Context: an optimization exercise on an open-source flow, tuned for small area and a short achievable clock period. The choices shown serve that exercise and are no tape-out recipe. Function was checked by simulation only, so behaviour that the tests miss may differ from the original. Power figures rest on the tool's default switching activity, not on a simulated workload.

<file path="design/flow/config.mk">
export PLATFORM = sky130hd
export DESIGN_NAME = lock3
export DESIGN_NICKNAME = lock3
export VERILOG_FILES = /design/flow/design.v
export SDC_FILE = /design/flow/constraint.sdc
export NUM_CORES = 8
export LEC_CHECK = 0
export CAP_MARGIN = 20
export CORE_MARGIN = 2
export CORE_UTILIZATION = 50
export PLACE_DENSITY = 0.6
export SLEW_MARGIN = 20
</file>
<file path="design/flow/constraint.sdc">
create_clock -name core_clock -period 110.0 [get_ports {CLK}]
set_input_delay 22.0000 -clock core_clock [delete_from_list [all_inputs] [get_ports {CLK}]]
set_output_delay 22.0000 -clock core_clock [all_outputs]
set_load 0.01 [all_outputs]
</file>
<file path="design/flow/design.v">
`timescale 1ns / 1ps
module Metastable_Remover(
    input signal_in,
    output signal_out,
    input clk
    );
    parameter BARLEN=4;  
    reg [BARLEN-1:0] barieer; 
    always @(posedge clk) begin
        barieer<={signal_in,barieer[BARLEN-1:1]};
    end
    assign signal_out=barieer[0];
endmodule
`timescale 1ns / 1ps
module Bounce_Remover(
    si,
    so,
    clk,
    rst
    );
    input  wire si;
    output reg so;
    input  wire clk;
    input  wire rst;
    parameter WAITBW=4;  
    reg si0;
    always @(posedge clk) si0<=rst ? 1'b0 : si;
    wire si_rise, si_fall;
    assign si_rise = (~si0)&si;
    assign si_fall  = si0&(~si);
    reg [WAITBW-1:0] waitcount;
    wire [WAITBW-1:0] all0;
    assign all0=0;
    always @(posedge clk) 
    if (rst) begin
        so<=0;
        waitcount<=0;
    end else if (waitcount>0) begin
        waitcount<=waitcount-1;
    end else if (si_rise) begin
        so<=1;
        waitcount<=~all0;
    end else if (si_fall) begin
        so<=0;
        waitcount<=~all0;
    end 
endmodule
`timescale 1ns / 1ps
module Period_Measurer(si, so, init, clk, rst);
   input  wire si;
   output reg  so;
   input  wire init;
   input  wire clk;
   input  wire rst;
   localparam [2:0] S_IDLE = 3'd0, S_ACC = 3'd1, S_LAST = 3'd2, S_PRE = 3'd3, S_RUN = 3'd4;
   localparam [25:0] DIVIDEND = 26'd50000000;
   reg si0;
   always @(posedge clk) si0 <= rst ? 1'b0 : si;
   wire rise = ~si0 & si;
   wire fall = si0 & ~si;
   reg [2:0]  st;
   reg [31:0] sh, sl;
   reg [15:0] k;
   reg [19:0] r, q;
   reg [5:0]  n;
   reg [2:0]  ds;    
   wire last_fall = (st == S_ACC) & fall & (k == 16'd4095);
   wire lo_half   = (ds == 3'd3);
   wire busy      = (ds == 3'd1) | lo_half;
   wire div1      = (n < 6'd22);
   wire addst     = (n == 6'd22);
   wire [19:0] dvs = div1 ? (lo_half ? sl[31:12] : sh[31:12]) : q;
   wire dbit = div1 ? DIVIDEND[5'd21 - n[4:0]] : DIVIDEND[6'd38 - n];
   wire [20:0] trial = {r, dbit};
   wire [21:0] diff  = {1'b0, trial} - {2'b0, dvs};
   wire qb = ~diff[21];
   wire [19:0] rn = qb ? diff[19:0] : trial[19:0];
   always @(posedge clk) begin
      if (st == S_IDLE) begin
         ds <= 3'd0;
      end else if (ds == 3'd0) begin
         if (last_fall) begin
            ds <= 3'd1;
            n  <= 6'd0;
            r  <= 20'd11;
         end
      end else if (ds == 3'd2) begin
         if (st == S_PRE || st == S_RUN) begin
            ds <= 3'd3;
            n  <= 6'd0;
            r  <= 20'd11;
         end
      end else if (busy) begin
         n <= n + 6'd1;
         if (n == 6'd38) ds <= ds + 3'd1;
         if (addst) begin
            q <= q + 20'd1000;
            r <= 20'd762;
         end else begin
            r <= rn;
            if (div1) q <= {q[18:0], qb};
         end
      end
   end
   wire div2step = busy & ~div1 & ~addst;
   always @(posedge clk) begin
      if (st == S_IDLE) begin
         sh <= {31'd0, rise};
         sl <= 32'd0;
      end else begin
         if (st == S_ACC && si)
            sh <= sh + 32'd1;
         else if (div2step && !lo_half)
            sh[15:0] <= {sh[14:0], qb};
         if ((st == S_ACC || st == S_LAST) && !si)
            sl <= sl + 32'd1;
         else if (div2step && lo_half)
            sl[15:0] <= {sl[14:0], qb};
      end
   end
   wire hit = so ? ((ds >= 3'd2) & (k == sh[15:0])) : ((ds == 3'd4) & (k == sl[15:0]));
   always @(posedge clk) begin
      if (init | rst) st <= S_IDLE;
      else case (st)
         S_IDLE: if (rise) st <= S_ACC;
         S_ACC:  if (last_fall) st <= S_LAST;
         S_LAST: if (rise) st <= S_PRE;
         S_PRE:  if (k == 16'd0) st <= S_RUN;
         default: ;
      endcase
      if (rst) so <= 1'b0;
      else if (st == S_PRE) so <= (k == 16'd0);
      else if (st == S_RUN) so <= so ^ hit;
      else so <= 1'b0;
      case (st)
         S_IDLE: k <= 16'd0;
         S_ACC:  if (rise) k <= k + 16'd1;
         S_LAST: if (rise) k <= 16'hFFF6;
         S_PRE:  k <= k + 16'd1;
         default: k <= hit ? 16'd1 : k + 16'd1;
      endcase
   end
endmodule
`timescale 1ns / 1ps
`timescale 1ns / 1ps
module lock3(
        input CLK,
        input rst,
        input c1,
        input c2,
        input c3,
        input init,
        output Bounce_Remover_outc1,
        output Bounce_Remover_outc2,
        output Bounce_Remover_outc3,
        output so1,
        output so2,
        output so3
    );
    wire Metastable_Remover_outc1;
    wire Metastable_Remover_outc2;
    wire Metastable_Remover_outc3;
    Metastable_Remover Metastable_Remover_Sensor1(.signal_in(c1), .signal_out(Metastable_Remover_outc1), .clk(CLK));
    Bounce_Remover Bounce_Remover_Sensor1(.si(Metastable_Remover_outc1), .so(Bounce_Remover_outc1), .clk(CLK), .rst(rst));
    Period_Measurer Period_Measurer1(.si(Bounce_Remover_outc1), .so(so1), .init(init), .clk(CLK), .rst(rst));
    Metastable_Remover Metastable_Remover_Sensor2(.signal_in(c2), .signal_out(Metastable_Remover_outc2), .clk(CLK));
    Bounce_Remover Bounce_Remover_Sensor2(.si(Metastable_Remover_outc2), .so(Bounce_Remover_outc2), .clk(CLK), .rst(rst));
    Period_Measurer Period_Measurer2(.si(Bounce_Remover_outc2), .so(so2), .init(init), .clk(CLK), .rst(rst));
    Metastable_Remover Metastable_Remover_Sensor3(.signal_in(c3), .signal_out(Metastable_Remover_outc3), .clk(CLK));
    Bounce_Remover Bounce_Remover_Sensor3(.si(Metastable_Remover_outc3), .so(Bounce_Remover_outc3), .clk(CLK), .rst(rst));
    Period_Measurer Period_Measurer3(.si(Bounce_Remover_outc3), .so(so3), .init(init), .clk(CLK), .rst(rst));
endmodule
</file>
<file path="design/flow/run.sh">
#!/bin/bash
# synth_recipe.tcl (not shown) runs the flow's synth.tcl, then flattens the netlist and writes it again
# the make line also repeats each setting of config.mk as NAME=value (left out here)
make -C /OpenROAD-flow-scripts/flow DESIGN_CONFIG=/design/flow/config.mk WORK_HOME=/design/flow/orfs CLKGATE_MAP_FILE= SYNTH_SCRIPT=/design/flow/synth_recipe.tcl finish
</file>
==> key figures <==
Critical path
  • CP required: between 80000 and 90000 ps
  • Critical Path Source: Bounce_Remover_Sensor2.so$_SDFFE_PP0P_
  • CP Launch Type: register
  • RR Endpoint: Period_Measurer3.r[0]$_SDFFCE_PN1P_
  • CP Depth: 1
  • Crit-path max cell delay: roughly 620 ps
  • Arrival @ worst endpoint: about 1800 ps
  • Cells along the critical path: clkdlybuf4s50_1
  • Reg-to-reg setup timing slack: 104950 ps
  • Worst r2r src: Period_Measurer3.n[4]$_SDFFCE_PN0P_
  • Critical-path top delay cell: clkdlybuf4s50_1
  • CP top delay family: buffers and inverters
  • Maximum fanout along the worst path: 11
  • CP endpoint: Bounce_Remover_outc2
  • Setup CP Type: register to output pin
  • Buffers & Inverters on Critical Path: 1
  • FF-to-FF path depth: 15
  • CP Capture Type: output pin

STA
  • Fin. max-slew vios: 0
  • Tmin final: around 24000 ps
  • Achievable frequency: between 40 and 50 MHz
  • Post-route setup TNS: 0 ps
  • Final Hold Viols: 0
  • Max-slew headroom: 29.0%
  • Worst slew pin tran: roughly 1100 ps
  • Final worst path period share: approximately 22%
  • RSZ-0062 raised after global routing: no
  • Final setup vio count: 0
  • Clk_skew: 25.5 ps

Synthesis
  • Sequential area share after synthesis: about two fifths
  • Post-Synthesis Cells: about 3300
  • EDFF count, synth: between 150 and 200
  • Flops & latches, synth: approximately 430
  • Area of the mapped netlist: approximately 28000 sq um
  • Top FF cell, synth: dfxtp_1
  • Ys Warns: 3
  • Count of different cell masters after synthesis: 93
  • Avg Cell Area, Syn: 8.42 sq um
  • Async SR Flop Fraction: 0%
  • Syn Nets: roughly 3400

Drt
  • 1st-pass router iterations: 7
  • Drt drc: 0
  • Vias per cell: 5.91
  • Routed WL: between 60000 and 70000 um
  • Vias: 23438
  • Initial drt markers: between 1500 and 2000
  • Number of routed nets with antenna violations: 0
  • DR WL/cell: around 17 um

GRT
  • Gr ovfl total: 0
  • Vias in the first global route: roughly 22000
  • First-pass GRT wire length: 111000 um
  • GRT Total Usage: 23.3%
  • Initial antenna violation count: 0
  • Largest net degree at the start of global routing: 68

Place
  • HPWL Detailed: roughly 47000 um
  • I/O Buffers: 11
  • GPL Wtd Cong: between 0.8 and 0.9
  • Area of placed instances: about 28000 sq um

Die
  • Core Box Area: 55000 sq um
  • Die area: 57300 sq um
  • # rows: 86
  • IO Pins: 12
  • Die Y: between 200 and 250 um
  • Die width: ~240 um
  • Initial Utilization: 50.4%

Power
  • Logic pwr share: between 5 and 6%
  • LEAKAGE: ~11 nW
  • Cell internal pwr: between 0.2 and 0.3 mW
  • Sequential Power Share: between 40% and 50%
  • P_sw: 0.0890 mW
  • Switching Fraction: around a quarter
  • Clock Power Share: between 40 and 50%
  • PwrDens: about 12 nW/um^2
  • Maximum vdd ir drop: roughly 0.017 mV

CTS
  • Setup bufs post-CTS: 0
  • Resized cells post-CTS: 0
  • CTS buffer count: slightly above 50
  • Clk sink count: between 400 and 500
  • Clock Tree Root: clkbuf_16
  • Htree depth: 2
  • Worst-path clk slew: 60 ps
  • CTS tree: done
  • CTS Hold Bufs: 0
  • Clock latency (worst-skew pair): about 610 ps
  • Max clock buf depth: 3

Cells and area
  • Ant diodes: 0
  • Area Growth Syn to Fin: 8.22%
  • Design Area, Final: between 20000 and 30000 sq um
  • Share of cells above drive strength 1: 5.78%
  • Fin nets: roughly 3300

Min path
  • Worst Hold Depth: 0
  • Hold Path Class: register to register

Outcome
  • Outcome: complete, no violations

Flow run
  • Maxcap violations: 0
[cell usage in the layout (no fill, tap or decap), types with 72 or more instances in the layout]
cell,n
dfxtp_1,243
a21oi_1,282
inv_1,78
ha_1,111
mux2i_1,110
nand3_1,168
o21ai_0,171
and3_1,72
xor2_1,161
nor2_1,400
nor3_1,75
edfxtp_1,189
xnor2_1,129
nand2_1,302
[per-layer routing]
metal | GRT usage (%) | up-vias | part of all wire [%]
met5 | 0 | - | 0
met4 | 7.65 | 0 | 2.6
met3 | 3.07 | 118 | 4.4
met2 | 39.6 | 521 | 47
met1 | 30.5 | 11135 | 46
li1 | - | 11664 | -
[layout make-up]
type                            count  area (sq um)
Clock inverter                     32           357
Inverter                           79           297
Tap cell                          748           936
Timing Repair Buffer               37           325
Clock buffer                       63          1400
Sequential cell                   432         10500
Fill cell                        5082         25000
Multi-Input combinational cell   2575         16100
[synth_stat cells, types with 11 or more instances]
master	instances	area, sq um
a211oi_1	52	390
a21o_1	21	158
a21oi_1	284	1420
a311oi_1	13	114
a31o_2	15	131
a31oi_1	27	169
and2_1	24	150
and3_1	72	450
and4_1	15	131
buf_1	15	56.3
buf_2	26	130
clkbuf_1	157	589
dfxtp_1	243	4860
edfxtp_1	189	5680
ha_1	111	1390
inv_1	78	293
mux2i_1	110	1100
nand2_1	302	1130
nand2b_1	18	113
nand3_1	168	841
nand4_1	61	382
nor2_1	401	1510
nor2b_1	29	181
nor3_1	79	395
nor3b_1	11	82.6
nor4_1	38	238
o211ai_1	18	135
o21a_1	20	150
o21ai_0	171	856
o22ai_1	21	131
or3_1	35	219
xnor2_1	129	1130
xor2_1	161	1410
[cells by family (layout without fill, tap and decap cells)]
group | Yosys count | after routing | share of synthesized area (%)
AO/OA/AOI/OAI | 744 | 744 | 16.5
XOR/XNOR | 290 | 290 | 9.16
adder cells (fa/ha/maj) | 114 | 114 | 5.23
buffers and inverters | 283 | 211 | 4.04
flip-flops | 432 | 432 | 38.0
multiplexers | 116 | 116 | 4.22
AND/OR/NAND/NOR | 1311 | 1311 | 22.8
[sequential cells by signal (all words and copies together), names as in the netlist, 4 cells and up]
register                            count
Period_Measurer3.q                     20
Period_Measurer1.sl                    32
Metastable_Remover_Sensor2.barieer      4
Period_Measurer1.n                      6
Period_Measurer3.r                     20
Period_Measurer3.sh                    32
Period_Measurer3.n                      6
Period_Measurer2.k                     16
Period_Measurer1.q                     20
Metastable_Remover_Sensor1.barieer      4
Period_Measurer2.sl                    32
Period_Measurer2.r                     20
Period_Measurer2.sh                    32
Period_Measurer1.k                     16
Period_Measurer1.sh                    32
Period_Measurer2.n                      6
Bounce_Remover_Sensor1.waitcount        4
Metastable_Remover_Sensor3.barieer      4
Period_Measurer2.q                     20
Bounce_Remover_Sensor2.waitcount        4
Period_Measurer3.sl                    32
Period_Measurer3.k                     16
Bounce_Remover_Sensor3.waitcount        4
Period_Measurer1.r                     20
[how the worst min path moves through the flow]
stage          slack [ps]                                             to                                     startpoint
6_report              330  Metastable_Remover_Sensor1.barieer[2]$_DFF_P_  Metastable_Remover_Sensor1.barieer[3]$_DFF_P_
5_1_grt               330  Metastable_Remover_Sensor3.barieer[2]$_DFF_P_  Metastable_Remover_Sensor3.barieer[3]$_DFF_P_
4_1_cts               320  Metastable_Remover_Sensor1.barieer[2]$_DFF_P_  Metastable_Remover_Sensor1.barieer[3]$_DFF_P_
3_5_place_dp          310  Metastable_Remover_Sensor1.barieer[2]$_DFF_P_  Metastable_Remover_Sensor1.barieer[3]$_DFF_P_
3_3_place_gp          310  Metastable_Remover_Sensor3.barieer[0]$_DFF_P_  Metastable_Remover_Sensor3.barieer[1]$_DFF_P_
2_1_floorplan         310  Metastable_Remover_Sensor1.barieer[0]$_DFF_P_  Metastable_Remover_Sensor1.barieer[1]$_DFF_P_
[power by group through the flow]
stage / Sequential, mW / Combinational [mW] / Clock [mW]
6_report: 0.176 / 0.0197 / 0.178
5_1_grt: 0.177 / 0.0223 / 0.188
4_1_cts: 0.176 / 0.0197 / 0.182
3_5_place_dp: 0.179 / 0.0196 / 0
3_3_place_gp: 0.179 / 0.0188 / 0
2_1_floorplan: 0.176 / 0.0174 / 0
[through the flow]
stage	instances	hold slack, ps	utilization [%]	setup slack (ps)	total power [mW]
after floorplan	3290	310	-	87250	0.193
after global placement	3870	311	51.3	86760	0.198
after detailed placement	3870	312	51.3	86730	0.199
after CTS	3965	324	54.5	86150	0.378
after global routing	3966	332	54.5	86100	0.387
final	3966	325	54.5	86200	0.373

static timing again, ports no longer ideal:
The results above use ideal ports. As a check the final layout listed here was re-extracted and re-timed, cells and wires unchanged. Step 1 sets driving cells, clkbuf_16 on the clock port and buf_2 on the other inputs (assumed; they add their load-dependent delay and slew). Step 2 times the ports against the registers' clock, not the clock port: input delays grow and output delays shrink by t, the midpoint of the rising clock arrivals with the driver on. a / b / c = ideal / step 1 / step 2; a / b = the first two.
t (ns): 0.655
setup WS [ns]: 86.199 / 86.139 / 86.735
slew at the worst register clock pin (ns): 0.07 / 0.07
After both steps setup and hold are still met in this run. The setup slack of this run moves by -0.060 ns with the drivers and by +0.536 ns with both steps.
